What follows belongs to an exercise in optimizing a design on an open flow for small area and a short achievable clock period; a production flow would make more cautious choices.
Only simulation tests tie the RTL to the original design; equivalence was not proved.
No driver is modelled on the clock port, so clocking that relies on it looks cheaper here than on a real chip.

## flow/design.v (module list and top-level ports; edited modules follow where they fit)
// module basic_pe_array_ws: 40 lines
// module pe_ws_rz: 219 lines
// module pe_ws_rs: 250 lines
// module pe_ws_az: 219 lines
// module pe_ws_as: 250 lines
// module fa_ws: 6 lines
// module ha_ws: 6 lines
// module xnor_ws: 5 lines
// module or_ws: 5 lines
module basic_pe_array_ws (clk, reset, a_vec, b_vec, c_vec);
  // ...
==> flow/flow/run.sh <==
#!/bin/bash
set -euo pipefail
export REMOVE_ABC_BUFFERS=1
export BUFFER_PORTS_ARGS="-buffer_cell sky130_fd_sc_hd__buf_1"
bash standard.sh > flow.log 2>&1
==> flow/standard.sh <==
#!/bin/bash
# synth_recipe.tcl (not shown) runs the flow's synth.tcl, then flattens the netlist and writes it again
# the make line also repeats each setting of config.mk as NAME=value (left out here)
make -C /OpenROAD-flow-scripts/flow DESIGN_CONFIG=/design/flow/config.mk WORK_HOME=/design/flow/orfs CLKGATE_MAP_FILE= SYNTH_SCRIPT=/design/flow/synth_recipe.tcl "${@:-finish}"
==> flow/config.mk <==
export PLATFORM = sky130hd
export DESIGN_NAME = basic_pe_array_ws
export DESIGN_NICKNAME = basic_pe_array_ws
export VERILOG_FILES = /design/flow/design.v
export SDC_FILE = /design/flow/constraint.sdc
export NUM_CORES = 4
export LEC_CHECK = 0
export CAP_MARGIN = 20
export CORE_MARGIN = 2
export CORE_UTILIZATION = 60
export SETUP_SLACK_MARGIN = 4.5
export SLEW_MARGIN = 20
export SYNTH_HIERARCHICAL = 1
export SYNTH_MINIMUM_KEEP_SIZE = 0
==> flow/constraint.sdc <==
create_clock -name core_clock -period 9.0 [get_ports {clk}]
set_input_delay 1.8000 -clock core_clock [delete_from_list [all_inputs] [get_ports {clk}]]
set_output_delay 1.8000 -clock core_clock [all_outputs]
set_load 0.01 [all_outputs]
==> flow_summary.json, run 1 <==
{
  "maxSlewViolCount": 0,
  "hold_buffers": 0,
  "r2r_end": "gr[5].gc[3].genblk2.genblk1.pe.u.cr[13]",
  "buffer_area_share_pct": 8.32,
  "status": "complete, no violations",
  "cts_made_buffers": 192,
  "largest_reg_flops": 945,
  "wl_met3_mm": 59.7,
  "rrSetupSlack_ps": 4510,
  "met2WireLength_mm": 227,
  "tightestPinTransition_ps": 983,
  "final_hold_viol_count": 0,
  "p_total_uw": 40700,
  "intPower_uw": 24100,
  "cts_max_path_buffers": 4,
  "clkTransAtPathRegs_ps": 60,
  "design_area_mm2": 0.199,
  "critPathBufInv": 1,
  "fin_crit_sh_pct": 53.3,
  "min_from": "gr[4].gc[4].genblk2.genblk1.pe.u.cr[16]",
  "dp_cells": 21000,
  "synthCells": 16900,
  "antenna_left": 0,
  "worstRegToRegCells": 12,
  "setup_viol": 0,
  "cts_num_sinks": 1528,
  "peakVddDrop_uv": 249,
  "nets": 22900,
  "post_cts_buffers": 306,
  "p_leak_uw": 0.0620,
  "topRoutingLayerUsed": "met5",
  "hpwl_mm": 430,
  "setup_slack_ps": 4200,
  "routedWlPerCell_um": 24.1,
  "fin_crit_ps": 4800,
  "coreArea_mm2": 0.273,
  "switchingPower_uw": 16600
}
==> module pe_ws_rz, before the edit <==
module pe_ws_rz (clk, reset, a, b, s, sn, c, cn);
input wire clk, reset;
input wire [7:0] a, b;
input wire [16:0] s, sn;    
output wire [16:0] c, cn;
  wire pp0_0 = ~(a[0] & b[0]);
  wire pp0_1 = ~(a[0] & b[1]);
  wire pp0_2 = ~(a[0] & b[2]);
  wire pp0_3 = ~(a[0] & b[3]);
  wire pp0_4 = ~(a[0] & b[4]);
  wire pp0_5 = ~(a[0] & b[5]);
  wire pp0_6 = ~(a[0] & b[6]);
  wire pp0_7 = ~(a[0] & b[7]);
  wire pp1_0 = ~(a[1] & b[0]);
  wire pp1_1 = ~(a[1] & b[1]);
  wire pp1_2 = ~(a[1] & b[2]);
  wire pp1_3 = ~(a[1] & b[3]);
  wire pp1_4 = ~(a[1] & b[4]);
  wire pp1_5 = ~(a[1] & b[5]);
  wire pp1_6 = ~(a[1] & b[6]);
  wire pp1_7 = ~(a[1] & b[7]);
  wire pp2_0 = ~(a[2] & b[0]);
  wire pp2_1 = ~(a[2] & b[1]);
  wire pp2_2 = ~(a[2] & b[2]);
  wire pp2_3 = ~(a[2] & b[3]);
  wire pp2_4 = ~(a[2] & b[4]);
  wire pp2_5 = ~(a[2] & b[5]);
  wire pp2_6 = ~(a[2] & b[6]);
  wire pp2_7 = ~(a[2] & b[7]);
  wire pp3_0 = ~(a[3] & b[0]);
  wire pp3_1 = ~(a[3] & b[1]);
  wire pp3_2 = ~(a[3] & b[2]);
  wire pp3_3 = ~(a[3] & b[3]);
  wire pp3_4 = ~(a[3] & b[4]);
  wire pp3_5 = ~(a[3] & b[5]);
  wire pp3_6 = ~(a[3] & b[6]);
  wire pp3_7 = ~(a[3] & b[7]);
  wire pp4_0 = ~(a[4] & b[0]);
  wire pp4_1 = ~(a[4] & b[1]);
  wire pp4_2 = ~(a[4] & b[2]);
  wire pp4_3 = ~(a[4] & b[3]);
  wire pp4_4 = ~(a[4] & b[4]);
  wire pp4_5 = ~(a[4] & b[5]);
  wire pp4_6 = ~(a[4] & b[6]);
  wire pp4_7 = ~(a[4] & b[7]);
  wire pp5_0 = ~(a[5] & b[0]);
  wire pp5_1 = ~(a[5] & b[1]);
  wire pp5_2 = ~(a[5] & b[2]);
  wire pp5_3 = ~(a[5] & b[3]);
  wire pp5_4 = ~(a[5] & b[4]);
  wire pp5_5 = ~(a[5] & b[5]);
  wire pp5_6 = ~(a[5] & b[6]);
  wire pp5_7 = ~(a[5] & b[7]);
  wire pp6_0 = ~(a[6] & b[0]);
  wire pp6_1 = ~(a[6] & b[1]);
  wire pp6_2 = ~(a[6] & b[2]);
  wire pp6_3 = ~(a[6] & b[3]);
  wire pp6_4 = ~(a[6] & b[4]);
  wire pp6_5 = ~(a[6] & b[5]);
  wire pp6_6 = ~(a[6] & b[6]);
  wire pp6_7 = ~(a[6] & b[7]);
  wire pp7_0 = ~(a[7] & b[0]);
  wire pp7_1 = ~(a[7] & b[1]);
  wire pp7_2 = ~(a[7] & b[2]);
  wire pp7_3 = ~(a[7] & b[3]);
  wire pp7_4 = ~(a[7] & b[4]);
  wire pp7_5 = ~(a[7] & b[5]);
  wire pp7_6 = ~(a[7] & b[6]);
  wire pp7_7 = ~(a[7] & b[7]);
  wire w1, w2;
  xnor_ws h3 (.a(pp0_6), .b(pp1_5), .y(w1));
  or_ws o3 (.a(pp0_6), .b(pp1_5), .y(w2));
  wire w4, w5;
  fa_ws f6 (.a(pp0_7), .b(pp1_6), .ci(pp2_5), .s(w4), .co(w5));
  wire w7, w8;
  xnor_ws h9 (.a(pp3_4), .b(pp4_3), .y(w7));
  or_ws o9 (.a(pp3_4), .b(pp4_3), .y(w8));
  wire w10, w11;
  fa_ws f12 (.a(pp1_7), .b(pp2_6), .ci(pp3_5), .s(w10), .co(w11));
  wire w13, w14;
  xnor_ws h15 (.a(pp4_4), .b(pp5_3), .y(w13));
  or_ws o15 (.a(pp4_4), .b(pp5_3), .y(w14));
  wire w16, w17;
  fa_ws f18 (.a(pp2_7), .b(pp3_6), .ci(pp4_5), .s(w16), .co(w17));
  wire w19, w20;
  xnor_ws h21 (.a(pp0_4), .b(pp1_3), .y(w19));
  or_ws o21 (.a(pp0_4), .b(pp1_3), .y(w20));
  wire w22, w23;
  fa_ws f24 (.a(pp0_5), .b(pp1_4), .ci(pp2_3), .s(w22), .co(w23));
  wire w25, w26;
  xnor_ws h27 (.a(pp3_2), .b(pp4_1), .y(w25));
  or_ws o27 (.a(pp3_2), .b(pp4_1), .y(w26));
  wire w28, w29;
  fa_ws f30 (.a(pp2_4), .b(pp3_3), .ci(pp4_2), .s(w28), .co(w29));
  wire w31, w32;
  fa_ws f33 (.a(pp5_1), .b(pp6_0), .ci(w1), .s(w31), .co(w32));
  wire w34, w35;
  fa_ws f36 (.a(pp5_2), .b(pp6_1), .ci(pp7_0), .s(w34), .co(w35));
  wire w37, w38;
  fa_ws f39 (.a(w2), .b(w7), .ci(w34), .s(w37), .co(w38));
  wire w40, w41;
  fa_ws f42 (.a(pp6_2), .b(pp7_1), .ci(w8), .s(w40), .co(w41));
  wire w43, w44;
  fa_ws f45 (.a(w13), .b(w5), .ci(w10), .s(w43), .co(w44));
  wire w46, w47;
  fa_ws f48 (.a(pp5_4), .b(pp6_3), .ci(pp7_2), .s(w46), .co(w47));
  wire w49, w50;
  fa_ws f51 (.a(w14), .b(w11), .ci(w16), .s(w49), .co(w50));
  wire w52, w53;
  fa_ws f54 (.a(pp3_7), .b(pp4_6), .ci(pp5_5), .s(w52), .co(w53));
  wire w55, w56;
  fa_ws f57 (.a(pp6_4), .b(pp7_3), .ci(w17), .s(w55), .co(w56));
  wire w58, w59;
  fa_ws f60 (.a(pp4_7), .b(pp5_6), .ci(pp6_5), .s(w58), .co(w59));
  wire w61, w62;
  xnor_ws h63 (.a(pp0_3), .b(pp1_2), .y(w61));
  or_ws o63 (.a(pp0_3), .b(pp1_2), .y(w62));
  wire w64, w65;
  fa_ws f66 (.a(pp2_2), .b(pp3_1), .ci(pp4_0), .s(w64), .co(w65));
  wire w67, w68;
  fa_ws f69 (.a(pp5_0), .b(w20), .ci(w25), .s(w67), .co(w68));
  wire w70, w71;
  fa_ws f72 (.a(w26), .b(w23), .ci(w28), .s(w70), .co(w71));
  wire w73, w74;
  fa_ws f75 (.a(w29), .b(w4), .ci(w32), .s(w73), .co(w74));
  wire w76, w77;
  fa_ws f78 (.a(w35), .b(w40), .ci(w38), .s(w76), .co(w77));
  wire w79, w80;
  fa_ws f81 (.a(w46), .b(w41), .ci(w44), .s(w79), .co(w80));
  wire w82, w83;
  fa_ws f84 (.a(w47), .b(w52), .ci(w50), .s(w82), .co(w83));
  wire w85, w86;
  fa_ws f87 (.a(pp7_4), .b(w53), .ci(w58), .s(w85), .co(w86));
  wire w88, w89;
  fa_ws f90 (.a(pp5_7), .b(pp6_6), .ci(pp7_5), .s(w88), .co(w89));
  wire w91, w92;
  xnor_ws h93 (.a(pp0_2), .b(pp1_1), .y(w91));
  or_ws o93 (.a(pp0_2), .b(pp1_1), .y(w92));
  wire w94, w95;
  fa_ws f96 (.a(pp2_1), .b(pp3_0), .ci(w61), .s(w94), .co(w95));
  wire w97, w98;
  fa_ws f99 (.a(w62), .b(w19), .ci(w64), .s(w97), .co(w98));
  wire w100, w101;
  fa_ws f102 (.a(w65), .b(w22), .ci(w67), .s(w100), .co(w101));
  wire w103, w104;
  fa_ws f105 (.a(w68), .b(w31), .ci(w70), .s(w103), .co(w104));
  wire w106, w107;
  fa_ws f108 (.a(w71), .b(w37), .ci(w73), .s(w106), .co(w107));
  wire w109, w110;
  fa_ws f111 (.a(w43), .b(w74), .ci(w76), .s(w109), .co(w110));
  wire w112, w113;
  fa_ws f114 (.a(w49), .b(w77), .ci(w79), .s(w112), .co(w113));
  wire w115, w116;
  fa_ws f117 (.a(w55), .b(w80), .ci(w82), .s(w115), .co(w116));
  wire w118, w119;
  fa_ws f120 (.a(w56), .b(w85), .ci(w83), .s(w118), .co(w119));
  wire w121, w122;
  fa_ws f123 (.a(w59), .b(w88), .ci(w86), .s(w121), .co(w122));
  wire w124, w125;
  fa_ws f126 (.a(pp6_7), .b(pp7_6), .ci(w89), .s(w124), .co(w125));
  wire w127, w128;
  xnor_ws h129 (.a(pp0_1), .b(pp1_0), .y(w127));
  or_ws o129 (.a(pp0_1), .b(pp1_0), .y(w128));
  wire w130, w131;
  fa_ws f132 (.a(pp2_0), .b(w128), .ci(w91), .s(w130), .co(w131));
  wire w133, w134;
  fa_ws f135 (.a(w92), .b(w131), .ci(w94), .s(w133), .co(w134));
  wire w136, w137;
  fa_ws f138 (.a(w95), .b(w97), .ci(w134), .s(w136), .co(w137));
  wire [11:0] n0 = {1'b1, 1'b1, pp7_7, w124, w121, w116, w113, w110, w107, w104, w101, w98};
  wire [11:0] n1 = {1'b1, 1'b1, w125, w122, w119, w118, w115, w112, w109, w106, w103, w100};
  wire [11:0] sumn_g = n0 & n1;
  wire [11:0] sumn_p = n0 ^ n1;
  wire sumn_G1 = sumn_g[0] | (sumn_p[0] & w137);
  wire sumn_P1 = sumn_p[0] & 1'b0;
  wire sumn_G2 = sumn_g[2] | (sumn_p[2] & sumn_g[1]);
  wire sumn_P2 = sumn_p[2] & sumn_p[1];
  wire sumn_G3 = sumn_g[4] | (sumn_p[4] & sumn_g[3]);
  wire sumn_P3 = sumn_p[4] & sumn_p[3];
  wire sumn_G4 = sumn_g[6] | (sumn_p[6] & sumn_g[5]);
  wire sumn_P4 = sumn_p[6] & sumn_p[5];
  wire sumn_G5 = sumn_g[8] | (sumn_p[8] & sumn_g[7]);
  wire sumn_P5 = sumn_p[8] & sumn_p[7];
  wire sumn_G6 = sumn_g[10] | (sumn_p[10] & sumn_g[9]);
  wire sumn_P6 = sumn_p[10] & sumn_p[9];
  wire sumn_G7 = sumn_G2 | (sumn_P2 & sumn_G1);
  wire sumn_P7 = sumn_P2 & sumn_P1;
  wire sumn_G8 = sumn_G4 | (sumn_P4 & sumn_G3);
  wire sumn_P8 = sumn_P4 & sumn_P3;
  wire sumn_G9 = sumn_G6 | (sumn_P6 & sumn_G5);
  wire sumn_P9 = sumn_P6 & sumn_P5;
  wire sumn_G10 = sumn_G8 | (sumn_P8 & sumn_G7);
  wire sumn_P10 = sumn_P8 & sumn_P7;
  wire sumn_G11 = sumn_G9 | (sumn_P9 & sumn_G10);
  wire sumn_P11 = sumn_P9 & sumn_P10;
  wire sumn_G12 = sumn_G3 | (sumn_P3 & sumn_G7);
  wire sumn_P12 = sumn_P3 & sumn_P7;
  wire sumn_G13 = sumn_G5 | (sumn_P5 & sumn_G10);
  wire sumn_P13 = sumn_P5 & sumn_P10;
  wire sumn_G14 = sumn_g[1] | (sumn_p[1] & sumn_G1);
  wire sumn_P14 = sumn_p[1] & sumn_P1;
  wire sumn_G15 = sumn_g[3] | (sumn_p[3] & sumn_G7);
  wire sumn_P15 = sumn_p[3] & sumn_P7;
  wire sumn_G16 = sumn_g[5] | (sumn_p[5] & sumn_G12);
  wire sumn_P16 = sumn_p[5] & sumn_P12;
  wire sumn_G17 = sumn_g[7] | (sumn_p[7] & sumn_G10);
  wire sumn_P17 = sumn_p[7] & sumn_P10;
  wire sumn_G18 = sumn_g[9] | (sumn_p[9] & sumn_G13);
  wire sumn_P18 = sumn_p[9] & sumn_P13;
  wire [11:0] sumn = {sumn_p[11] ^ sumn_G11, sumn_p[10] ^ sumn_G18, sumn_p[9] ^ sumn_G13, sumn_p[8] ^ sumn_G17, sumn_p[7] ^ sumn_G10, sumn_p[6] ^ sumn_G16, sumn_p[5] ^ sumn_G12, sumn_p[4] ^ sumn_G15, sumn_p[3] ^ sumn_G7, sumn_p[2] ^ sumn_G14, sumn_p[1] ^ sumn_G1, sumn_p[0] ^ w137};
  wire [16:0] sum = {~sumn, ~w136, ~w133, ~w130, ~w127, ~pp0_0};
  reg [16:0] cr;
  always @(posedge clk) begin
    if (reset) cr <= 0;
    else cr <= sum;
  end
  assign c = cr;
  assign cn = ~cr;
endmodule
==> module pe_ws_rs, before the edit <==
module pe_ws_rs (clk, reset, a, b, s, sn, c, cn);
input wire clk, reset;
input wire [7:0] a, b;
input wire [16:0] s, sn;    
output wire [16:0] c, cn;
  wire pp0_0 = ~(a[0] & b[0]);
  wire pp0_1 = ~(a[0] & b[1]);
  wire pp0_2 = ~(a[0] & b[2]);
  wire pp0_3 = ~(a[0] & b[3]);
  wire pp0_4 = ~(a[0] & b[4]);
  wire pp0_5 = ~(a[0] & b[5]);
  wire pp0_6 = ~(a[0] & b[6]);
  wire pp0_7 = ~(a[0] & b[7]);
  wire pp1_0 = ~(a[1] & b[0]);
  wire pp1_1 = ~(a[1] & b[1]);
  wire pp1_2 = ~(a[1] & b[2]);
  wire pp1_3 = ~(a[1] & b[3]);
  wire pp1_4 = ~(a[1] & b[4]);
  wire pp1_5 = ~(a[1] & b[5]);
  wire pp1_6 = ~(a[1] & b[6]);
  wire pp1_7 = ~(a[1] & b[7]);
  wire pp2_0 = ~(a[2] & b[0]);
  wire pp2_1 = ~(a[2] & b[1]);
  wire pp2_2 = ~(a[2] & b[2]);
  wire pp2_3 = ~(a[2] & b[3]);
  wire pp2_4 = ~(a[2] & b[4]);
  wire pp2_5 = ~(a[2] & b[5]);
  wire pp2_6 = ~(a[2] & b[6]);
  wire pp2_7 = ~(a[2] & b[7]);
  wire pp3_0 = ~(a[3] & b[0]);
  wire pp3_1 = ~(a[3] & b[1]);
  wire pp3_2 = ~(a[3] & b[2]);
  wire pp3_3 = ~(a[3] & b[3]);
  wire pp3_4 = ~(a[3] & b[4]);
  wire pp3_5 = ~(a[3] & b[5]);
  wire pp3_6 = ~(a[3] & b[6]);
  wire pp3_7 = ~(a[3] & b[7]);
  wire pp4_0 = ~(a[4] & b[0]);
  wire pp4_1 = ~(a[4] & b[1]);
  wire pp4_2 = ~(a[4] & b[2]);
  wire pp4_3 = ~(a[4] & b[3]);
  wire pp4_4 = ~(a[4] & b[4]);
  wire pp4_5 = ~(a[4] & b[5]);
  wire pp4_6 = ~(a[4] & b[6]);
  wire pp4_7 = ~(a[4] & b[7]);
  wire pp5_0 = ~(a[5] & b[0]);
  wire pp5_1 = ~(a[5] & b[1]);
  wire pp5_2 = ~(a[5] & b[2]);
  wire pp5_3 = ~(a[5] & b[3]);
  wire pp5_4 = ~(a[5] & b[4]);
  wire pp5_5 = ~(a[5] & b[5]);
  wire pp5_6 = ~(a[5] & b[6]);
  wire pp5_7 = ~(a[5] & b[7]);
  wire pp6_0 = ~(a[6] & b[0]);
  wire pp6_1 = ~(a[6] & b[1]);
  wire pp6_2 = ~(a[6] & b[2]);
  wire pp6_3 = ~(a[6] & b[3]);
  wire pp6_4 = ~(a[6] & b[4]);
  wire pp6_5 = ~(a[6] & b[5]);
  wire pp6_6 = ~(a[6] & b[6]);
  wire pp6_7 = ~(a[6] & b[7]);
  wire pp7_0 = ~(a[7] & b[0]);
  wire pp7_1 = ~(a[7] & b[1]);
  wire pp7_2 = ~(a[7] & b[2]);
  wire pp7_3 = ~(a[7] & b[3]);
  wire pp7_4 = ~(a[7] & b[4]);
  wire pp7_5 = ~(a[7] & b[5]);
  wire pp7_6 = ~(a[7] & b[6]);
  wire pp7_7 = ~(a[7] & b[7]);
  wire w1, w2;
  xnor_ws h3 (.a(sn[5]), .b(pp0_5), .y(w1));
  or_ws o3 (.a(sn[5]), .b(pp0_5), .y(w2));
  wire w4, w5;
  fa_ws f6 (.a(sn[6]), .b(pp0_6), .ci(pp1_5), .s(w4), .co(w5));
  wire w7, w8;
  xnor_ws h9 (.a(pp2_4), .b(pp3_3), .y(w7));
  or_ws o9 (.a(pp2_4), .b(pp3_3), .y(w8));
  wire w10, w11;
  fa_ws f12 (.a(sn[7]), .b(pp0_7), .ci(pp1_6), .s(w10), .co(w11));
  wire w13, w14;
  fa_ws f15 (.a(pp2_5), .b(pp3_4), .ci(pp4_3), .s(w13), .co(w14));
  wire w16, w17;
  xnor_ws h18 (.a(pp5_2), .b(pp6_1), .y(w16));
  or_ws o18 (.a(pp5_2), .b(pp6_1), .y(w17));
  wire w19, w20;
  fa_ws f21 (.a(sn[8]), .b(pp1_7), .ci(pp2_6), .s(w19), .co(w20));
  wire w22, w23;
  fa_ws f24 (.a(pp3_5), .b(pp4_4), .ci(pp5_3), .s(w22), .co(w23));
  wire w25, w26;
  xnor_ws h27 (.a(pp6_2), .b(pp7_1), .y(w25));
  or_ws o27 (.a(pp6_2), .b(pp7_1), .y(w26));
  wire w28, w29;
  fa_ws f30 (.a(sn[9]), .b(pp2_7), .ci(pp3_6), .s(w28), .co(w29));
  wire w31, w32;
  fa_ws f33 (.a(pp4_5), .b(pp5_4), .ci(pp6_3), .s(w31), .co(w32));
  wire w34, w35;
  fa_ws f36 (.a(sn[10]), .b(pp3_7), .ci(pp4_6), .s(w34), .co(w35));
  wire w37, w38;
  xnor_ws h39 (.a(sn[3]), .b(pp0_3), .y(w37));
  or_ws o39 (.a(sn[3]), .b(pp0_3), .y(w38));
  wire w40, w41;
  fa_ws f42 (.a(sn[4]), .b(pp0_4), .ci(pp1_3), .s(w40), .co(w41));
  wire w43, w44;
  xnor_ws h45 (.a(pp2_2), .b(pp3_1), .y(w43));
  or_ws o45 (.a(pp2_2), .b(pp3_1), .y(w44));
  wire w46, w47;
  fa_ws f48 (.a(pp1_4), .b(pp2_3), .ci(pp3_2), .s(w46), .co(w47));
  wire w49, w50;
  fa_ws f51 (.a(pp4_1), .b(pp5_0), .ci(w1), .s(w49), .co(w50));
  wire w52, w53;
  fa_ws f54 (.a(pp4_2), .b(pp5_1), .ci(pp6_0), .s(w52), .co(w53));
  wire w55, w56;
  fa_ws f57 (.a(w2), .b(w7), .ci(w4), .s(w55), .co(w56));
  wire w58, w59;
  fa_ws f60 (.a(pp7_0), .b(w8), .ci(w16), .s(w58), .co(w59));
  wire w61, w62;
  fa_ws f63 (.a(w5), .b(w10), .ci(w13), .s(w61), .co(w62));
  wire w64, w65;
  fa_ws f66 (.a(w17), .b(w25), .ci(w11), .s(w64), .co(w65));
  wire w67, w68;
  fa_ws f69 (.a(w14), .b(w19), .ci(w22), .s(w67), .co(w68));
  wire w70, w71;
  fa_ws f72 (.a(pp7_2), .b(w26), .ci(w20), .s(w70), .co(w71));
  wire w73, w74;
  fa_ws f75 (.a(w23), .b(w28), .ci(w31), .s(w73), .co(w74));
  wire w76, w77;
  fa_ws f78 (.a(pp5_5), .b(pp6_4), .ci(pp7_3), .s(w76), .co(w77));
  wire w79, w80;
  fa_ws f81 (.a(w29), .b(w32), .ci(w34), .s(w79), .co(w80));
  wire w82, w83;
  fa_ws f84 (.a(sn[11]), .b(pp4_7), .ci(pp5_6), .s(w82), .co(w83));
  wire w85, w86;
  fa_ws f87 (.a(pp6_5), .b(pp7_4), .ci(w35), .s(w85), .co(w86));
  wire w88, w89;
  fa_ws f90 (.a(sn[12]), .b(pp5_7), .ci(pp6_6), .s(w88), .co(w89));
  wire w91, w92;
  xnor_ws h93 (.a(sn[2]), .b(pp0_2), .y(w91));
  or_ws o93 (.a(sn[2]), .b(pp0_2), .y(w92));
  wire w94, w95;
  fa_ws f96 (.a(pp1_2), .b(pp2_1), .ci(pp3_0), .s(w94), .co(w95));
  wire w97, w98;
  fa_ws f99 (.a(pp4_0), .b(w38), .ci(w43), .s(w97), .co(w98));
  wire w100, w101;
  fa_ws f102 (.a(w44), .b(w41), .ci(w46), .s(w100), .co(w101));
  wire w103, w104;
  fa_ws f105 (.a(w47), .b(w52), .ci(w50), .s(w103), .co(w104));
  wire w106, w107;
  fa_ws f108 (.a(w53), .b(w58), .ci(w56), .s(w106), .co(w107));
  wire w109, w110;
  fa_ws f111 (.a(w59), .b(w62), .ci(w64), .s(w109), .co(w110));
  wire w112, w113;
  fa_ws f114 (.a(w65), .b(w68), .ci(w70), .s(w112), .co(w113));
  wire w115, w116;
  fa_ws f117 (.a(w76), .b(w71), .ci(w74), .s(w115), .co(w116));
  wire w118, w119;
  fa_ws f120 (.a(w77), .b(w82), .ci(w80), .s(w118), .co(w119));
  wire w121, w122;
  fa_ws f123 (.a(pp7_5), .b(w83), .ci(w88), .s(w121), .co(w122));
  wire w124, w125;
  fa_ws f126 (.a(sn[13]), .b(pp6_7), .ci(pp7_6), .s(w124), .co(w125));
  wire w127, w128;
  xnor_ws h129 (.a(sn[1]), .b(pp0_1), .y(w127));
  or_ws o129 (.a(sn[1]), .b(pp0_1), .y(w128));
  wire w130, w131;
  fa_ws f132 (.a(pp1_1), .b(pp2_0), .ci(w91), .s(w130), .co(w131));
  wire w133, w134;
  fa_ws f135 (.a(w92), .b(w37), .ci(w94), .s(w133), .co(w134));
  wire w136, w137;
  fa_ws f138 (.a(w95), .b(w40), .ci(w97), .s(w136), .co(w137));
  wire w139, w140;
  fa_ws f141 (.a(w98), .b(w49), .ci(w100), .s(w139), .co(w140));
  wire w142, w143;
  fa_ws f144 (.a(w101), .b(w55), .ci(w103), .s(w142), .co(w143));
  wire w145, w146;
  fa_ws f147 (.a(w61), .b(w104), .ci(w106), .s(w145), .co(w146));
  wire w148, w149;
  fa_ws f150 (.a(w67), .b(w107), .ci(w109), .s(w148), .co(w149));
  wire w151, w152;
  fa_ws f153 (.a(w73), .b(w110), .ci(w112), .s(w151), .co(w152));
  wire w154, w155;
  fa_ws f156 (.a(w79), .b(w113), .ci(w115), .s(w154), .co(w155));
  wire w157, w158;
  fa_ws f159 (.a(w85), .b(w116), .ci(w118), .s(w157), .co(w158));
  wire w160, w161;
  fa_ws f162 (.a(w86), .b(w121), .ci(w119), .s(w160), .co(w161));
  wire w163, w164;
  fa_ws f165 (.a(w89), .b(w124), .ci(w122), .s(w163), .co(w164));
  wire w166, w167;
  fa_ws f168 (.a(sn[14]), .b(pp7_7), .ci(w125), .s(w166), .co(w167));
  wire w169, w170;
  xnor_ws h171 (.a(sn[0]), .b(pp0_0), .y(w169));
  or_ws o171 (.a(sn[0]), .b(pp0_0), .y(w170));
  wire w172, w173;
  fa_ws f174 (.a(pp1_0), .b(w170), .ci(w127), .s(w172), .co(w173));
  wire w175, w176;
  fa_ws f177 (.a(w128), .b(w173), .ci(w130), .s(w175), .co(w176));
  wire w178, w179;
  fa_ws f180 (.a(w131), .b(w133), .ci(w176), .s(w178), .co(w179));
  wire [12:0] n0 = {sn[16], sn[15], w166, w163, w158, w155, w152, w149, w146, w143, w140, w137, w134};
  wire [12:0] n1 = {1'b1, w167, w164, w161, w160, w157, w154, w151, w148, w145, w142, w139, w136};
  wire [12:0] sumn_g = n0 & n1;
  wire [12:0] sumn_p = n0 ^ n1;
  wire sumn_G1 = sumn_g[0] | (sumn_p[0] & w179);
  wire sumn_P1 = sumn_p[0] & 1'b0;
  wire sumn_G2 = sumn_g[2] | (sumn_p[2] & sumn_g[1]);
  wire sumn_P2 = sumn_p[2] & sumn_p[1];
  wire sumn_G3 = sumn_g[4] | (sumn_p[4] & sumn_g[3]);
  wire sumn_P3 = sumn_p[4] & sumn_p[3];
  wire sumn_G4 = sumn_g[6] | (sumn_p[6] & sumn_g[5]);
  wire sumn_P4 = sumn_p[6] & sumn_p[5];
  wire sumn_G5 = sumn_g[8] | (sumn_p[8] & sumn_g[7]);
  wire sumn_P5 = sumn_p[8] & sumn_p[7];
  wire sumn_G6 = sumn_g[10] | (sumn_p[10] & sumn_g[9]);
  wire sumn_P6 = sumn_p[10] & sumn_p[9];
  wire sumn_G7 = sumn_G2 | (sumn_P2 & sumn_G1);
  wire sumn_P7 = sumn_P2 & sumn_P1;
  wire sumn_G8 = sumn_G4 | (sumn_P4 & sumn_G3);
  wire sumn_P8 = sumn_P4 & sumn_P3;
  wire sumn_G9 = sumn_G6 | (sumn_P6 & sumn_G5);
  wire sumn_P9 = sumn_P6 & sumn_P5;
  wire sumn_G10 = sumn_G8 | (sumn_P8 & sumn_G7);
  wire sumn_P10 = sumn_P8 & sumn_P7;
  wire sumn_G11 = sumn_G9 | (sumn_P9 & sumn_G10);
  wire sumn_P11 = sumn_P9 & sumn_P10;
  wire sumn_G12 = sumn_G3 | (sumn_P3 & sumn_G7);
  wire sumn_P12 = sumn_P3 & sumn_P7;
  wire sumn_G13 = sumn_G5 | (sumn_P5 & sumn_G10);
  wire sumn_P13 = sumn_P5 & sumn_P10;
  wire sumn_G14 = sumn_g[1] | (sumn_p[1] & sumn_G1);
  wire sumn_P14 = sumn_p[1] & sumn_P1;
  wire sumn_G15 = sumn_g[3] | (sumn_p[3] & sumn_G7);
  wire sumn_P15 = sumn_p[3] & sumn_P7;
  wire sumn_G16 = sumn_g[5] | (sumn_p[5] & sumn_G12);
  wire sumn_P16 = sumn_p[5] & sumn_P12;
  wire sumn_G17 = sumn_g[7] | (sumn_p[7] & sumn_G10);
  wire sumn_P17 = sumn_p[7] & sumn_P10;
  wire sumn_G18 = sumn_g[9] | (sumn_p[9] & sumn_G13);
  wire sumn_P18 = sumn_p[9] & sumn_P13;
  wire sumn_G19 = sumn_g[11] | (sumn_p[11] & sumn_G11);
  wire sumn_P19 = sumn_p[11] & sumn_P11;
  wire [12:0] sumn = {sumn_p[12] ^ sumn_G19, sumn_p[11] ^ sumn_G11, sumn_p[10] ^ sumn_G18, sumn_p[9] ^ sumn_G13, sumn_p[8] ^ sumn_G17, sumn_p[7] ^ sumn_G10, sumn_p[6] ^ sumn_G16, sumn_p[5] ^ sumn_G12, sumn_p[4] ^ sumn_G15, sumn_p[3] ^ sumn_G7, sumn_p[2] ^ sumn_G14, sumn_p[1] ^ sumn_G1, sumn_p[0] ^ w179};
  wire [16:0] sum = {~sumn, ~w178, ~w175, ~w172, ~w169};
  reg [16:0] cr;
  always @(posedge clk) begin
    if (reset) cr <= 0;
    else cr <= sum;
  end
  assign c = cr;
  assign cn = ~cr;
endmodule
==> module pe_ws_az, before the edit <==
module pe_ws_az (clk, reset, a, b, s, sn, c, cn);
input wire clk, reset;
input wire [7:0] a, b;
input wire [16:0] s, sn;    
output wire [16:0] c, cn;
  wire pp0_0 = ~(a[0] & b[0]);
  wire pp0_1 = ~(a[0] & b[1]);
  wire pp0_2 = ~(a[0] & b[2]);
  wire pp0_3 = ~(a[0] & b[3]);
  wire pp0_4 = ~(a[0] & b[4]);
  wire pp0_5 = ~(a[0] & b[5]);
  wire pp0_6 = ~(a[0] & b[6]);
  wire pp0_7 = ~(a[0] & b[7]);
  wire pp1_0 = ~(a[1] & b[0]);
  wire pp1_1 = ~(a[1] & b[1]);
  wire pp1_2 = ~(a[1] & b[2]);
  wire pp1_3 = ~(a[1] & b[3]);
  wire pp1_4 = ~(a[1] & b[4]);
  wire pp1_5 = ~(a[1] & b[5]);
  wire pp1_6 = ~(a[1] & b[6]);
  wire pp1_7 = ~(a[1] & b[7]);
  wire pp2_0 = ~(a[2] & b[0]);
  wire pp2_1 = ~(a[2] & b[1]);
  wire pp2_2 = ~(a[2] & b[2]);
  wire pp2_3 = ~(a[2] & b[3]);
  wire pp2_4 = ~(a[2] & b[4]);
  wire pp2_5 = ~(a[2] & b[5]);
  wire pp2_6 = ~(a[2] & b[6]);
  wire pp2_7 = ~(a[2] & b[7]);
  wire pp3_0 = ~(a[3] & b[0]);
  wire pp3_1 = ~(a[3] & b[1]);
  wire pp3_2 = ~(a[3] & b[2]);
  wire pp3_3 = ~(a[3] & b[3]);
  wire pp3_4 = ~(a[3] & b[4]);
  wire pp3_5 = ~(a[3] & b[5]);
  wire pp3_6 = ~(a[3] & b[6]);
  wire pp3_7 = ~(a[3] & b[7]);
  wire pp4_0 = ~(a[4] & b[0]);
  wire pp4_1 = ~(a[4] & b[1]);
  wire pp4_2 = ~(a[4] & b[2]);
  wire pp4_3 = ~(a[4] & b[3]);
  wire pp4_4 = ~(a[4] & b[4]);
  wire pp4_5 = ~(a[4] & b[5]);
  wire pp4_6 = ~(a[4] & b[6]);
  wire pp4_7 = ~(a[4] & b[7]);
  wire pp5_0 = ~(a[5] & b[0]);
  wire pp5_1 = ~(a[5] & b[1]);
  wire pp5_2 = ~(a[5] & b[2]);
  wire pp5_3 = ~(a[5] & b[3]);
  wire pp5_4 = ~(a[5] & b[4]);
  wire pp5_5 = ~(a[5] & b[5]);
  wire pp5_6 = ~(a[5] & b[6]);
  wire pp5_7 = ~(a[5] & b[7]);
  wire pp6_0 = ~(a[6] & b[0]);
  wire pp6_1 = ~(a[6] & b[1]);
  wire pp6_2 = ~(a[6] & b[2]);
  wire pp6_3 = ~(a[6] & b[3]);
  wire pp6_4 = ~(a[6] & b[4]);
  wire pp6_5 = ~(a[6] & b[5]);
  wire pp6_6 = ~(a[6] & b[6]);
  wire pp6_7 = ~(a[6] & b[7]);
  wire pp7_0 = ~(a[7] & b[0]);
  wire pp7_1 = ~(a[7] & b[1]);
  wire pp7_2 = ~(a[7] & b[2]);
  wire pp7_3 = ~(a[7] & b[3]);
  wire pp7_4 = ~(a[7] & b[4]);
  wire pp7_5 = ~(a[7] & b[5]);
  wire pp7_6 = ~(a[7] & b[6]);
  wire pp7_7 = ~(a[7] & b[7]);
  wire w1, w2;
  xnor_ws h3 (.a(pp0_6), .b(pp1_5), .y(w1));
  or_ws o3 (.a(pp0_6), .b(pp1_5), .y(w2));
  wire w4, w5;
  fa_ws f6 (.a(pp0_7), .b(pp1_6), .ci(pp2_5), .s(w4), .co(w5));
  wire w7, w8;
  xnor_ws h9 (.a(pp3_4), .b(pp4_3), .y(w7));
  or_ws o9 (.a(pp3_4), .b(pp4_3), .y(w8));
  wire w10, w11;
  fa_ws f12 (.a(pp1_7), .b(pp2_6), .ci(pp3_5), .s(w10), .co(w11));
  wire w13, w14;
  xnor_ws h15 (.a(pp4_4), .b(pp5_3), .y(w13));
  or_ws o15 (.a(pp4_4), .b(pp5_3), .y(w14));
  wire w16, w17;
  fa_ws f18 (.a(pp2_7), .b(pp3_6), .ci(pp4_5), .s(w16), .co(w17));
  wire w19, w20;
  xnor_ws h21 (.a(pp0_4), .b(pp1_3), .y(w19));
  or_ws o21 (.a(pp0_4), .b(pp1_3), .y(w20));
  wire w22, w23;
  fa_ws f24 (.a(pp0_5), .b(pp1_4), .ci(pp2_3), .s(w22), .co(w23));
  wire w25, w26;
  xnor_ws h27 (.a(pp3_2), .b(pp4_1), .y(w25));
  or_ws o27 (.a(pp3_2), .b(pp4_1), .y(w26));
  wire w28, w29;
  fa_ws f30 (.a(pp2_4), .b(pp3_3), .ci(pp4_2), .s(w28), .co(w29));
  wire w31, w32;
  fa_ws f33 (.a(pp5_1), .b(pp6_0), .ci(w1), .s(w31), .co(w32));
  wire w34, w35;
  fa_ws f36 (.a(pp5_2), .b(pp6_1), .ci(pp7_0), .s(w34), .co(w35));
  wire w37, w38;
  fa_ws f39 (.a(w2), .b(w7), .ci(w34), .s(w37), .co(w38));
  wire w40, w41;
  fa_ws f42 (.a(pp6_2), .b(pp7_1), .ci(w8), .s(w40), .co(w41));
  wire w43, w44;
  fa_ws f45 (.a(w13), .b(w5), .ci(w10), .s(w43), .co(w44));
  wire w46, w47;
  fa_ws f48 (.a(pp5_4), .b(pp6_3), .ci(pp7_2), .s(w46), .co(w47));
  wire w49, w50;
  fa_ws f51 (.a(w14), .b(w11), .ci(w16), .s(w49), .co(w50));
  wire w52, w53;
  fa_ws f54 (.a(pp3_7), .b(pp4_6), .ci(pp5_5), .s(w52), .co(w53));
  wire w55, w56;
  fa_ws f57 (.a(pp6_4), .b(pp7_3), .ci(w17), .s(w55), .co(w56));
  wire w58, w59;
  fa_ws f60 (.a(pp4_7), .b(pp5_6), .ci(pp6_5), .s(w58), .co(w59));
  wire w61, w62;
  xnor_ws h63 (.a(pp0_3), .b(pp1_2), .y(w61));
  or_ws o63 (.a(pp0_3), .b(pp1_2), .y(w62));
  wire w64, w65;
  fa_ws f66 (.a(pp2_2), .b(pp3_1), .ci(pp4_0), .s(w64), .co(w65));
  wire w67, w68;
  fa_ws f69 (.a(pp5_0), .b(w20), .ci(w25), .s(w67), .co(w68));
  wire w70, w71;
  fa_ws f72 (.a(w26), .b(w23), .ci(w28), .s(w70), .co(w71));
  wire w73, w74;
  fa_ws f75 (.a(w29), .b(w4), .ci(w32), .s(w73), .co(w74));
  wire w76, w77;
  fa_ws f78 (.a(w35), .b(w40), .ci(w38), .s(w76), .co(w77));
  wire w79, w80;
  fa_ws f81 (.a(w46), .b(w41), .ci(w44), .s(w79), .co(w80));
  wire w82, w83;
  fa_ws f84 (.a(w47), .b(w52), .ci(w50), .s(w82), .co(w83));
  wire w85, w86;
  fa_ws f87 (.a(pp7_4), .b(w53), .ci(w58), .s(w85), .co(w86));
  wire w88, w89;
  fa_ws f90 (.a(pp5_7), .b(pp6_6), .ci(pp7_5), .s(w88), .co(w89));
  wire w91, w92;
  xnor_ws h93 (.a(pp0_2), .b(pp1_1), .y(w91));
  or_ws o93 (.a(pp0_2), .b(pp1_1), .y(w92));
  wire w94, w95;
  fa_ws f96 (.a(pp2_1), .b(pp3_0), .ci(w61), .s(w94), .co(w95));
  wire w97, w98;
  fa_ws f99 (.a(w62), .b(w19), .ci(w64), .s(w97), .co(w98));
  wire w100, w101;
  fa_ws f102 (.a(w65), .b(w22), .ci(w67), .s(w100), .co(w101));
  wire w103, w104;
  fa_ws f105 (.a(w68), .b(w31), .ci(w70), .s(w103), .co(w104));
  wire w106, w107;
  fa_ws f108 (.a(w71), .b(w37), .ci(w73), .s(w106), .co(w107));
  wire w109, w110;
  fa_ws f111 (.a(w43), .b(w74), .ci(w76), .s(w109), .co(w110));
  wire w112, w113;
  fa_ws f114 (.a(w49), .b(w77), .ci(w79), .s(w112), .co(w113));
  wire w115, w116;
  fa_ws f117 (.a(w55), .b(w80), .ci(w82), .s(w115), .co(w116));
  wire w118, w119;
  fa_ws f120 (.a(w56), .b(w85), .ci(w83), .s(w118), .co(w119));
  wire w121, w122;
  fa_ws f123 (.a(w59), .b(w88), .ci(w86), .s(w121), .co(w122));
  wire w124, w125;
  fa_ws f126 (.a(pp6_7), .b(pp7_6), .ci(w89), .s(w124), .co(w125));
  wire w127, w128;
  xnor_ws h129 (.a(pp0_1), .b(pp1_0), .y(w127));
  or_ws o129 (.a(pp0_1), .b(pp1_0), .y(w128));
  wire w130, w131;
  fa_ws f132 (.a(pp2_0), .b(w128), .ci(w91), .s(w130), .co(w131));
  wire w133, w134;
  fa_ws f135 (.a(w92), .b(w131), .ci(w94), .s(w133), .co(w134));
  wire w136, w137;
  fa_ws f138 (.a(w95), .b(w97), .ci(w134), .s(w136), .co(w137));
  wire [11:0] n0 = {1'b1, 1'b1, pp7_7, w124, w121, w116, w113, w110, w107, w104, w101, w98};
  wire [11:0] n1 = {1'b1, 1'b1, w125, w122, w119, w118, w115, w112, w109, w106, w103, w100};
  wire [11:0] sumn_g = n0 & n1;
  wire [11:0] sumn_p = n0 ^ n1;
  wire sumn_G1 = sumn_g[0] | (sumn_p[0] & w137);
  wire sumn_P1 = sumn_p[0] & 1'b0;
  wire sumn_G2 = sumn_g[2] | (sumn_p[2] & sumn_g[1]);
  wire sumn_P2 = sumn_p[2] & sumn_p[1];
  wire sumn_G3 = sumn_g[4] | (sumn_p[4] & sumn_g[3]);
  wire sumn_P3 = sumn_p[4] & sumn_p[3];
  wire sumn_G4 = sumn_g[6] | (sumn_p[6] & sumn_g[5]);
  wire sumn_P4 = sumn_p[6] & sumn_p[5];
  wire sumn_G5 = sumn_g[8] | (sumn_p[8] & sumn_g[7]);
  wire sumn_P5 = sumn_p[8] & sumn_p[7];
  wire sumn_G6 = sumn_g[10] | (sumn_p[10] & sumn_g[9]);
  wire sumn_P6 = sumn_p[10] & sumn_p[9];
  wire sumn_G7 = sumn_G2 | (sumn_P2 & sumn_G1);
  wire sumn_P7 = sumn_P2 & sumn_P1;
  wire sumn_G8 = sumn_G4 | (sumn_P4 & sumn_G3);
  wire sumn_P8 = sumn_P4 & sumn_P3;
  wire sumn_G9 = sumn_G6 | (sumn_P6 & sumn_G5);
  wire sumn_P9 = sumn_P6 & sumn_P5;
  wire sumn_G10 = sumn_G8 | (sumn_P8 & sumn_G7);
  wire sumn_P10 = sumn_P8 & sumn_P7;
  wire sumn_G11 = sumn_G9 | (sumn_P9 & sumn_G10);
  wire sumn_P11 = sumn_P9 & sumn_P10;
  wire sumn_G12 = sumn_G3 | (sumn_P3 & sumn_G7);
  wire sumn_P12 = sumn_P3 & sumn_P7;
  wire sumn_G13 = sumn_G5 | (sumn_P5 & sumn_G10);
  wire sumn_P13 = sumn_P5 & sumn_P10;
  wire sumn_G14 = sumn_g[1] | (sumn_p[1] & sumn_G1);
  wire sumn_P14 = sumn_p[1] & sumn_P1;
  wire sumn_G15 = sumn_g[3] | (sumn_p[3] & sumn_G7);
  wire sumn_P15 = sumn_p[3] & sumn_P7;
  wire sumn_G16 = sumn_g[5] | (sumn_p[5] & sumn_G12);
  wire sumn_P16 = sumn_p[5] & sumn_P12;
  wire sumn_G17 = sumn_g[7] | (sumn_p[7] & sumn_G10);
  wire sumn_P17 = sumn_p[7] & sumn_P10;
  wire sumn_G18 = sumn_g[9] | (sumn_p[9] & sumn_G13);
  wire sumn_P18 = sumn_p[9] & sumn_P13;
  wire [11:0] sumn = {sumn_p[11] ^ sumn_G11, sumn_p[10] ^ sumn_G18, sumn_p[9] ^ sumn_G13, sumn_p[8] ^ sumn_G17, sumn_p[7] ^ sumn_G10, sumn_p[6] ^ sumn_G16, sumn_p[5] ^ sumn_G12, sumn_p[4] ^ sumn_G15, sumn_p[3] ^ sumn_G7, sumn_p[2] ^ sumn_G14, sumn_p[1] ^ sumn_G1, sumn_p[0] ^ w137};
  wire [16:0] sum = {~sumn, ~w136, ~w133, ~w130, ~w127, ~pp0_0};
  reg [16:0] cr;
  always @(posedge clk) begin
    if (reset) cr <= 0;
    else cr <= sum;
  end
  assign c = cr;
  assign cn = ~cr;
endmodule
==> inputs of run 2 (changes only) <==
--- a/flow/design.v
+++ b/flow/design.v
@@ -210,7 +210,19 @@
   wire [11:0] n0 = {1'b1, 1'b1, pp7_7, w124, w121, w116, w113, w110, w107, w104, w101, w98};
   wire [11:0] n1 = {1'b1, 1'b1, w125, w122, w119, w118, w115, w112, w109, w106, w103, w100};
   wire [11:0] sumn_g = n0 & n1;
-  wire [11:0] sumn_p = n0 ^ n1;
+  wire [11:0] sumn_p;
+  xor_ws sumn_px0 (.a(n0[0]), .b(n1[0]), .y(sumn_p[0]));
+  xor_ws sumn_px1 (.a(n0[1]), .b(n1[1]), .y(sumn_p[1]));
+  xor_ws sumn_px2 (.a(n0[2]), .b(n1[2]), .y(sumn_p[2]));
+  xor_ws sumn_px3 (.a(n0[3]), .b(n1[3]), .y(sumn_p[3]));
+  xor_ws sumn_px4 (.a(n0[4]), .b(n1[4]), .y(sumn_p[4]));
+  xor_ws sumn_px5 (.a(n0[5]), .b(n1[5]), .y(sumn_p[5]));
+  xor_ws sumn_px6 (.a(n0[6]), .b(n1[6]), .y(sumn_p[6]));
+  xor_ws sumn_px7 (.a(n0[7]), .b(n1[7]), .y(sumn_p[7]));
+  xor_ws sumn_px8 (.a(n0[8]), .b(n1[8]), .y(sumn_p[8]));
+  xor_ws sumn_px9 (.a(n0[9]), .b(n1[9]), .y(sumn_p[9]));
+  xor_ws sumn_px10 (.a(n0[10]), .b(n1[10]), .y(sumn_p[10]));
+  xor_ws sumn_px11 (.a(n0[11]), .b(n1[11]), .y(sumn_p[11]));
   wire sumn_G1 = sumn_g[0] | (sumn_p[0] & w137);
   wire sumn_P1 = sumn_p[0] & 1'b0;
   wire sumn_G2 = sumn_g[2] | (sumn_p[2] & sumn_g[1]);
@@ -247,7 +259,19 @@
   wire sumn_P17 = sumn_p[7] & sumn_P10;
   wire sumn_G18 = sumn_g[9] | (sumn_p[9] & sumn_G13);
   wire sumn_P18 = sumn_p[9] & sumn_P13;
-  wire [11:0] sumn = {sumn_p[11] ^ sumn_G11, sumn_p[10] ^ sumn_G18, sumn_p[9] ^ sumn_G13, sumn_p[8] ^ sumn_G17, sumn_p[7] ^ sumn_G10, sumn_p[6] ^ sumn_G16, sumn_p[5] ^ sumn_G12, sumn_p[4] ^ sumn_G15, sumn_p[3] ^ sumn_G7, sumn_p[2] ^ sumn_G14, sumn_p[1] ^ sumn_G1, sumn_p[0] ^ w137};
+  wire [11:0] sumn;
+  xor_ws sumn_sx0 (.a(sumn_p[0]), .b(w137), .y(sumn[0]));
+  xor_ws sumn_sx1 (.a(sumn_p[1]), .b(sumn_G1), .y(sumn[1]));
+  xor_ws sumn_sx2 (.a(sumn_p[2]), .b(sumn_G14), .y(sumn[2]));
+  xor_ws sumn_sx3 (.a(sumn_p[3]), .b(sumn_G7), .y(sumn[3]));
+  xor_ws sumn_sx4 (.a(sumn_p[4]), .b(sumn_G15), .y(sumn[4]));
+  xor_ws sumn_sx5 (.a(sumn_p[5]), .b(sumn_G12), .y(sumn[5]));
+  xor_ws sumn_sx6 (.a(sumn_p[6]), .b(sumn_G16), .y(sumn[6]));
+  xor_ws sumn_sx7 (.a(sumn_p[7]), .b(sumn_G10), .y(sumn[7]));
+  xor_ws sumn_sx8 (.a(sumn_p[8]), .b(sumn_G17), .y(sumn[8]));
+  xor_ws sumn_sx9 (.a(sumn_p[9]), .b(sumn_G13), .y(sumn[9]));
+  xor_ws sumn_sx10 (.a(sumn_p[10]), .b(sumn_G18), .y(sumn[10]));
+  xor_ws sumn_sx11 (.a(sumn_p[11]), .b(sumn_G11), .y(sumn[11]));
   wire [16:0] sum = {~sumn, ~w136, ~w133, ~w130, ~w127, ~pp0_0};
   reg [16:0] cr;
   always @(posedge clk) begin
@@ -458,7 +482,20 @@
   wire [12:0] n0 = {sn[16], sn[15], w166, w163, w158, w155, w152, w149, w146, w143, w140, w137, w134};
   wire [12:0] n1 = {1'b1, w167, w164, w161, w160, w157, w154, w151, w148, w145, w142, w139, w136};
   wire [12:0] sumn_g = n0 & n1;
-  wire [12:0] sumn_p = n0 ^ n1;
+  wire [12:0] sumn_p;
+  xor_ws sumn_px0 (.a(n0[0]), .b(n1[0]), .y(sumn_p[0]));
+  xor_ws sumn_px1 (.a(n0[1]), .b(n1[1]), .y(sumn_p[1]));
+  xor_ws sumn_px2 (.a(n0[2]), .b(n1[2]), .y(sumn_p[2]));
+  xor_ws sumn_px3 (.a(n0[3]), .b(n1[3]), .y(sumn_p[3]));
+  xor_ws sumn_px4 (.a(n0[4]), .b(n1[4]), .y(sumn_p[4]));
+  xor_ws sumn_px5 (.a(n0[5]), .b(n1[5]), .y(sumn_p[5]));
+  xor_ws sumn_px6 (.a(n0[6]), .b(n1[6]), .y(sumn_p[6]));
+  xor_ws sumn_px7 (.a(n0[7]), .b(n1[7]), .y(sumn_p[7]));
+  xor_ws sumn_px8 (.a(n0[8]), .b(n1[8]), .y(sumn_p[8]));
+  xor_ws sumn_px9 (.a(n0[9]), .b(n1[9]), .y(sumn_p[9]));
+  xor_ws sumn_px10 (.a(n0[10]), .b(n1[10]), .y(sumn_p[10]));
+  xor_ws sumn_px11 (.a(n0[11]), .b(n1[11]), .y(sumn_p[11]));
+  xor_ws sumn_px12 (.a(n0[12]), .b(n1[12]), .y(sumn_p[12]));
   wire sumn_G1 = sumn_g[0] | (sumn_p[0] & w179);
   wire sumn_P1 = sumn_p[0] & 1'b0;
   wire sumn_G2 = sumn_g[2] | (sumn_p[2] & sumn_g[1]);
@@ -497,7 +534,20 @@
   wire sumn_P18 = sumn_p[9] & sumn_P13;
   wire sumn_G19 = sumn_g[11] | (sumn_p[11] & sumn_G11);
   wire sumn_P19 = sumn_p[11] & sumn_P11;
-  wire [12:0] sumn = {sumn_p[12] ^ sumn_G19, sumn_p[11] ^ sumn_G11, sumn_p[10] ^ sumn_G18, sumn_p[9] ^ sumn_G13, sumn_p[8] ^ sumn_G17, sumn_p[7] ^ sumn_G10, sumn_p[6] ^ sumn_G16, sumn_p[5] ^ sumn_G12, sumn_p[4] ^ sumn_G15, sumn_p[3] ^ sumn_G7, sumn_p[2] ^ sumn_G14, sumn_p[1] ^ sumn_G1, sumn_p[0] ^ w179};
+  wire [12:0] sumn;
+  xor_ws sumn_sx0 (.a(sumn_p[0]), .b(w179), .y(sumn[0]));
+  xor_ws sumn_sx1 (.a(sumn_p[1]), .b(sumn_G1), .y(sumn[1]));
+  xor_ws sumn_sx2 (.a(sumn_p[2]), .b(sumn_G14), .y(sumn[2]));
+  xor_ws sumn_sx3 (.a(sumn_p[3]), .b(sumn_G7), .y(sumn[3]));
+  xor_ws sumn_sx4 (.a(sumn_p[4]), .b(sumn_G15), .y(sumn[4]));
+  xor_ws sumn_sx5 (.a(sumn_p[5]), .b(sumn_G12), .y(sumn[5]));
+  xor_ws sumn_sx6 (.a(sumn_p[6]), .b(sumn_G16), .y(sumn[6]));
+  xor_ws sumn_sx7 (.a(sumn_p[7]), .b(sumn_G10), .y(sumn[7]));
+  xor_ws sumn_sx8 (.a(sumn_p[8]), .b(sumn_G17), .y(sumn[8]));
+  xor_ws sumn_sx9 (.a(sumn_p[9]), .b(sumn_G13), .y(sumn[9]));
+  xor_ws sumn_sx10 (.a(sumn_p[10]), .b(sumn_G18), .y(sumn[10]));
+  xor_ws sumn_sx11 (.a(sumn_p[11]), .b(sumn_G11), .y(sumn[11]));
+  xor_ws sumn_sx12 (.a(sumn_p[12]), .b(sumn_G19), .y(sumn[12]));
   wire [16:0] sum = {~sumn, ~w178, ~w175, ~w172, ~w169};
   reg [16:0] cr;
   always @(posedge clk) begin
@@ -679,7 +729,19 @@
   wire [11:0] n0 = {1'b1, 1'b1, pp7_7, w124, w121, w116, w113, w110, w107, w104, w101, w98};
   wire [11:0] n1 = {1'b1, 1'b1, w125, w122, w119, w118, w115, w112, w109, w106, w103, w100};
   wire [11:0] sumn_g = n0 & n1;
-  wire [11:0] sumn_p = n0 ^ n1;
+  wire [11:0] sumn_p;
+  xor_ws sumn_px0 (.a(n0[0]), .b(n1[0]), .y(sumn_p[0]));
+  xor_ws sumn_px1 (.a(n0[1]), .b(n1[1]), .y(sumn_p[1]));
+  xor_ws sumn_px2 (.a(n0[2]), .b(n1[2]), .y(sumn_p[2]));
+  xor_ws sumn_px3 (.a(n0[3]), .b(n1[3]), .y(sumn_p[3]));
+  xor_ws sumn_px4 (.a(n0[4]), .b(n1[4]), .y(sumn_p[4]));
+  xor_ws sumn_px5 (.a(n0[5]), .b(n1[5]), .y(sumn_p[5]));
+  xor_ws sumn_px6 (.a(n0[6]), .b(n1[6]), .y(sumn_p[6]));
+  xor_ws sumn_px7 (.a(n0[7]), .b(n1[7]), .y(sumn_p[7]));
+  xor_ws sumn_px8 (.a(n0[8]), .b(n1[8]), .y(sumn_p[8]));
+  xor_ws sumn_px9 (.a(n0[9]), .b(n1[9]), .y(sumn_p[9]));
+  xor_ws sumn_px10 (.a(n0[10]), .b(n1[10]), .y(sumn_p[10]));
+  xor_ws sumn_px11 (.a(n0[11]), .b(n1[11]), .y(sumn_p[11]));
   wire sumn_G1 = sumn_g[0] | (sumn_p[0] & w137);
   wire sumn_P1 = sumn_p[0] & 1'b0;
   wire sumn_G2 = sumn_g[2] | (sumn_p[2] & sumn_g[1]);
@@ -716,7 +778,19 @@
   wire sumn_P17 = sumn_p[7] & sumn_P10;
   wire sumn_G18 = sumn_g[9] | (sumn_p[9] & sumn_G13);
   wire sumn_P18 = sumn_p[9] & sumn_P13;
-  wire [11:0] sumn = {sumn_p[11] ^ sumn_G11, sumn_p[10] ^ sumn_G18, sumn_p[9] ^ sumn_G13, sumn_p[8] ^ sumn_G17, sumn_p[7] ^ sumn_G10, sumn_p[6] ^ sumn_G16, sumn_p[5] ^ sumn_G12, sumn_p[4] ^ sumn_G15, sumn_p[3] ^ sumn_G7, sumn_p[2] ^ sumn_G14, sumn_p[1] ^ sumn_G1, sumn_p[0] ^ w137};
+  wire [11:0] sumn;
+  xor_ws sumn_sx0 (.a(sumn_p[0]), .b(w137), .y(sumn[0]));
+  xor_ws sumn_sx1 (.a(sumn_p[1]), .b(sumn_G1), .y(sumn[1]));
+  xor_ws sumn_sx2 (.a(sumn_p[2]), .b(sumn_G14), .y(sumn[2]));
+  xor_ws sumn_sx3 (.a(sumn_p[3]), .b(sumn_G7), .y(sumn[3]));
+  xor_ws sumn_sx4 (.a(sumn_p[4]), .b(sumn_G15), .y(sumn[4]));
+  xor_ws sumn_sx5 (.a(sumn_p[5]), .b(sumn_G12), .y(sumn[5]));
+  xor_ws sumn_sx6 (.a(sumn_p[6]), .b(sumn_G16), .y(sumn[6]));
+  xor_ws sumn_sx7 (.a(sumn_p[7]), .b(sumn_G10), .y(sumn[7]));
+  xor_ws sumn_sx8 (.a(sumn_p[8]), .b(sumn_G17), .y(sumn[8]));
+  xor_ws sumn_sx9 (.a(sumn_p[9]), .b(sumn_G13), .y(sumn[9]));
+  xor_ws sumn_sx10 (.a(sumn_p[10]), .b(sumn_G18), .y(sumn[10]));
+  xor_ws sumn_sx11 (.a(sumn_p[11]), .b(sumn_G11), .y(sumn[11]));
   wire [16:0] sum = {~sumn, ~w136, ~w133, ~w130, ~w127, ~pp0_0};
   reg [16:0] cr;
   always @(posedge clk) begin
@@ -927,7 +1001,20 @@
   wire [12:0] n0 = {sn[16], sn[15], w166, w163, w158, w155, w152, w149, w146, w143, w140, w137, w134};
   wire [12:0] n1 = {1'b1, w167, w164, w161, w160, w157, w154, w151, w148, w145, w142, w139, w136};
   wire [12:0] sumn_g = n0 & n1;
-  wire [12:0] sumn_p = n0 ^ n1;
+  wire [12:0] sumn_p;
+  xor_ws sumn_px0 (.a(n0[0]), .b(n1[0]), .y(sumn_p[0]));
+  xor_ws sumn_px1 (.a(n0[1]), .b(n1[1]), .y(sumn_p[1]));
+  xor_ws sumn_px2 (.a(n0[2]), .b(n1[2]), .y(sumn_p[2]));
+  xor_ws sumn_px3 (.a(n0[3]), .b(n1[3]), .y(sumn_p[3]));
+  xor_ws sumn_px4 (.a(n0[4]), .b(n1[4]), .y(sumn_p[4]));
+  xor_ws sumn_px5 (.a(n0[5]), .b(n1[5]), .y(sumn_p[5]));
+  xor_ws sumn_px6 (.a(n0[6]), .b(n1[6]), .y(sumn_p[6]));
+  xor_ws sumn_px7 (.a(n0[7]), .b(n1[7]), .y(sumn_p[7]));
+  xor_ws sumn_px8 (.a(n0[8]), .b(n1[8]), .y(sumn_p[8]));
+  xor_ws sumn_px9 (.a(n0[9]), .b(n1[9]), .y(sumn_p[9]));
+  xor_ws sumn_px10 (.a(n0[10]), .b(n1[10]), .y(sumn_p[10]));
+  xor_ws sumn_px11 (.a(n0[11]), .b(n1[11]), .y(sumn_p[11]));
+  xor_ws sumn_px12 (.a(n0[12]), .b(n1[12]), .y(sumn_p[12]));
   wire sumn_G1 = sumn_g[0] | (sumn_p[0] & w179);
   wire sumn_P1 = sumn_p[0] & 1'b0;
   wire sumn_G2 = sumn_g[2] | (sumn_p[2] & sumn_g[1]);
@@ -966,7 +1053,20 @@
   wire sumn_P18 = sumn_p[9] & sumn_P13;
   wire sumn_G19 = sumn_g[11] | (sumn_p[11] & sumn_G11);
   wire sumn_P19 = sumn_p[11] & sumn_P11;
-  wire [12:0] sumn = {sumn_p[12] ^ sumn_G19, sumn_p[11] ^ sumn_G11, sumn_p[10] ^ sumn_G18, sumn_p[9] ^ sumn_G13, sumn_p[8] ^ sumn_G17, sumn_p[7] ^ sumn_G10, sumn_p[6] ^ sumn_G16, sumn_p[5] ^ sumn_G12, sumn_p[4] ^ sumn_G15, sumn_p[3] ^ sumn_G7, sumn_p[2] ^ sumn_G14, sumn_p[1] ^ sumn_G1, sumn_p[0] ^ w179};
+  wire [12:0] sumn;
+  xor_ws sumn_sx0 (.a(sumn_p[0]), .b(w179), .y(sumn[0]));
+  xor_ws sumn_sx1 (.a(sumn_p[1]), .b(sumn_G1), .y(sumn[1]));
+  xor_ws sumn_sx2 (.a(sumn_p[2]), .b(sumn_G14), .y(sumn[2]));
+  xor_ws sumn_sx3 (.a(sumn_p[3]), .b(sumn_G7), .y(sumn[3]));
+  xor_ws sumn_sx4 (.a(sumn_p[4]), .b(sumn_G15), .y(sumn[4]));
+  xor_ws sumn_sx5 (.a(sumn_p[5]), .b(sumn_G12), .y(sumn[5]));
+  xor_ws sumn_sx6 (.a(sumn_p[6]), .b(sumn_G16), .y(sumn[6]));
+  xor_ws sumn_sx7 (.a(sumn_p[7]), .b(sumn_G10), .y(sumn[7]));
+  xor_ws sumn_sx8 (.a(sumn_p[8]), .b(sumn_G17), .y(sumn[8]));
+  xor_ws sumn_sx9 (.a(sumn_p[9]), .b(sumn_G13), .y(sumn[9]));
+  xor_ws sumn_sx10 (.a(sumn_p[10]), .b(sumn_G18), .y(sumn[10]));
+  xor_ws sumn_sx11 (.a(sumn_p[11]), .b(sumn_G11), .y(sumn[11]));
+  xor_ws sumn_sx12 (.a(sumn_p[12]), .b(sumn_G19), .y(sumn[12]));
   wire [16:0] sum = {~sumn, ~w178, ~w175, ~w172, ~w169};
   reg [16:0] cr;
   always @(posedge clk) begin
@@ -993,6 +1093,11 @@
 output wire y;
 assign y = ~(a ^ b);
 endmodule
+module xor_ws (a, b, y);
+input wire a, b;
+output wire y;
+assign y = a ^ b;
+endmodule
 module or_ws (a, b, y);
 input wire a, b;
 output wire y;
==> flow/flow/run.sh (replaced) <==
#!/bin/bash
set -euo pipefail
export REMOVE_ABC_BUFFERS=1
export BUFFER_PORTS_ARGS="-buffer_cell sky130_fd_sc_hd__buf_1"
SETUP_SLACK_MARGIN=4.5 bash standard.sh cts > flow_cts.log 2>&1
SETUP_SLACK_MARGIN=-2 bash standard.sh > flow_rest.log 2>&1
--- a/flow/config.mk
+++ b/flow/config.mk
@@ -8,7 +8,6 @@
 export CAP_MARGIN = 20
 export CORE_MARGIN = 2
 export CORE_UTILIZATION = 60
-export SETUP_SLACK_MARGIN = 4.5
 export SLEW_MARGIN = 20
 export SYNTH_HIERARCHICAL = 1
 export SYNTH_MINIMUM_KEEP_SIZE = 0
==> flow_summary.json, run 2 <==
{
  "syn_area_per_cell_um2": 9.50,
  "cts_tree": "done",
  "largest-register": "gr.gc.genblk2.genblk1.pe.u.cr",
  "arrival_ps": 5480,
  "hpwl_mm": 428,
  "cts_root_buffer": "clkbuf_16",
  "critPathCaptureType": "register",
  "cts_made_buffers": 192,
  "worstRegToRegCells": 12,
  "yosys_warnings": 27,
  "dp_cells": 21400,
  "startpoint_type": "primary input",
  "fin_crit_sh_pct": 52.7,
  "hold_buffers": 0,
  "cp.required_ps": 9740,
  "r2r_start": "gr[2].gc[3].genblk2.genblk1.pe.u.cr[10]",
  "rsz0062_at_grt": "false",
  "area_delta_synth_final_pct": 10.0,
  "drive_above_1_share_pct": 10.1,
  "cts_max_path_buffers": 4,
  "drt_iter0_drc": 9384,
  "totalWireLength_mm": 515,
  "finalNonFillerCells": 22000,
  "gp_congestion": 1.09,
  "powerDensity_mw_per_mm2": 224,
  "tightestPinTransition_ps": 1140,
  "via_per_inst": 5.53,
  "first_pass_iters": 6,
  "grt-ovfl-total": 0,
  "drv_cap": 0,
  "p_total_uw": 40400,
  "maxSlewHeadroom_pct": 23.7,
  "start_util_pct": 60.2,
  "min_to": "gr[7].gc[7].genblk2.genblk1.pe.u.cr[0]",
  "place_ws_ps": 3000,
  "peakVddDrop_uv": 197,
  "coreArea_mm2": 0.273,
  "htreeDepth": 4,
  "r2r_end": "gr[3].gc[3].genblk2.genblk1.pe.u.cr[16]",
  "syn_area_mm2": 0.164,
  "min_from": "gr[6].gc[7].genblk2.genblk1.pe.u.cr[0]",
  "hold_path_depth": 3,
  "cp_max_fo": 8,
  "cts_num_sinks": 1536,
  "rows": 192,
  "clkTransAtPathRegs_ps": 60,
  "clkLatencyLatePin_ps": 910,
  "criticalPathCategory": "primary input to register",
  "holdWs_ps": 567,
  "drc": 0,
  "hp-class": "register to register",
  "fin_crit_ps": 4740,
  "rrSetupSlack_ps": 4730,
  "final_hold_viol_count": 0,
  "die_w_um": 527,
  "grt_pass1_vias": 122000,
  "largest_reg_flops": 952,
  "ios": 1666,
  "nets": 21900,
  "routedWlPerCell_um": 23.4,
  "dieArea_mm2": 0.278,
  "numPortBuffers": 1665,
  "setup_slack_ps": 4260,
  "synthCells": 17300,
  "maxSlewViolCount": 0,
  "fin_skew_ps": 46.5,
  "grt_pass1_wl_mm": 771,
  "crit_start": "b_vec[40]",
  "final_cell_mix": "nand2_1 (4389), fa_1 (3097), dfxtp_1 (1536), xor2_1 (1508), buf_1 (1155)",
  "antenna_left": 0,
  "tns_ps": 0,
  "antenna_found_initial": 220,
  "grt_start_max_net_pins": 195,
  "clock.fmax_mhz": 211,
  "final_common_cell": "nand2_1",
  "top_regs": "gr.gc.genblk2.genblk1.pe.u.cr (952), gr.ah (448), gr.gc.genblk2.pe.u.cr (119)",
  "num_vias": 122000,
  "grt_usage_pct": 37.0,
  "p_leak_uw": 0.0485,
  "setup_viol": 0,
  "dieHeight_um": 527,
  "status": "complete, no violations"
}
## run 2: how the worst max path moves through the flow
stage                                                          to  slack [ps]  cells after the start
after floorplan           gr[1].gc[5].genblk2.genblk1.pe.u.cr[13]        3820                     12
after global placement    gr[5].gc[4].genblk2.genblk1.pe.u.cr[13]        3050                     13
after detailed placement  gr[5].gc[4].genblk2.genblk1.pe.u.cr[13]        3000                     13
after CTS                         gr[1].gc[0].genblk2.pe.u.cr[13]        4480                     14
after global routing              gr[7].gc[0].genblk2.pe.u.cr[13]        4190                     13
final                      gr[7].gc[2].genblk2.genblk1.pe.u.cr[9]        4260                     12
## run 2: per-layer routing
| metal | up-vias | part of all wire [%] | GRT usage, % |
|---|---|---|---|
| met5 | - | 0.13 | 0 |
| met4 | 102 | 8.4 | 27.1 |
| met3 | 1138 | 12 | 13.9 |
| met2 | 4963 | 42 | 52.1 |
| met1 | 60700 | 38 | 46.4 |
| li1 | 54700 | - | - |
## run 2: critical path: stages
cell and delay (ps):
buf_1 340, nand2_1 140, fa_1 490, fa_1 550, fa_1 450, xor2_1 230
a32o_1 300, a31o_4 240, a31oi_4 190, inv_2 60, xor2_1 580, nor2_1 100
## run 2: per-stage QoR
stage / area [um2] / utilization (%)
after global placement: 171000 / 62.4
final: 181000 / 66.2
after global routing: 181000 / 66.2
after detailed placement: 171000 / 62.4
after CTS: 180000 / 66.1
after floorplan: 160000 / -
## run 2: area by class of cell
type	count	area [um2]
Multi-Input combinational cell	13500	126000
Fill cell	22900	92300
Timing Repair Buffer	1792	8340
Sequential cell	1536	30700
Inverter	1080	4050
Clock inverter	98	1180
Antenna cell	134	335
Tap cell	3589	4490
Clock buffer	248	5330
## run 2: what timing repair did
item | 4_1_cts | 5_1_grt
setup endpoints to repair | 456 | 0
resized for setup | 973 | 0
buffers inserted | 112 | 0
## run 2: report_power, final
| group | internal [uW] | switching (uW) |
|---|---|---|
| clock | 4830 | 3260 |
| combinational | 9660 | 13400 |
| sequential | 8010 | 1250 |
| total | 22500 | 17900 |

==> static timing again, ports no longer ideal <==
In the flow no input, the clock included, has a driving cell. The finished layouts below were timed again as built, in two steps. Step 1 sets driving cells, clkbuf_16 on the clock port and buf_2 on the other inputs (assumed; they add their load-dependent delay and slew). Step 2 adds t to the input delays and takes it off the output delays; t is the mean of the earliest and latest rising clock arrival at the registers after step 1. Input paths then give back, and output paths get back, about the clock's delay inside the block. Three values: ideal ports, drivers, drivers and shift; two values: the first two.
run	t (ns)	setup slack, ns	worst setup path after step 2	worst register clock-pin slew, ns	cell pins on the clock port's net
run 1	0.996	4.204 / 4.130 / 3.135	input to register	0.07 / 0.07	1
run 2	0.992	4.257 / 4.230 / 3.238	input to register	0.07 / 0.07	1
After both steps every run listed still meets setup and hold. The setup slack of run 1, which loses most, moves by -0.074 ns with the drivers and by -1.069 ns with both steps.
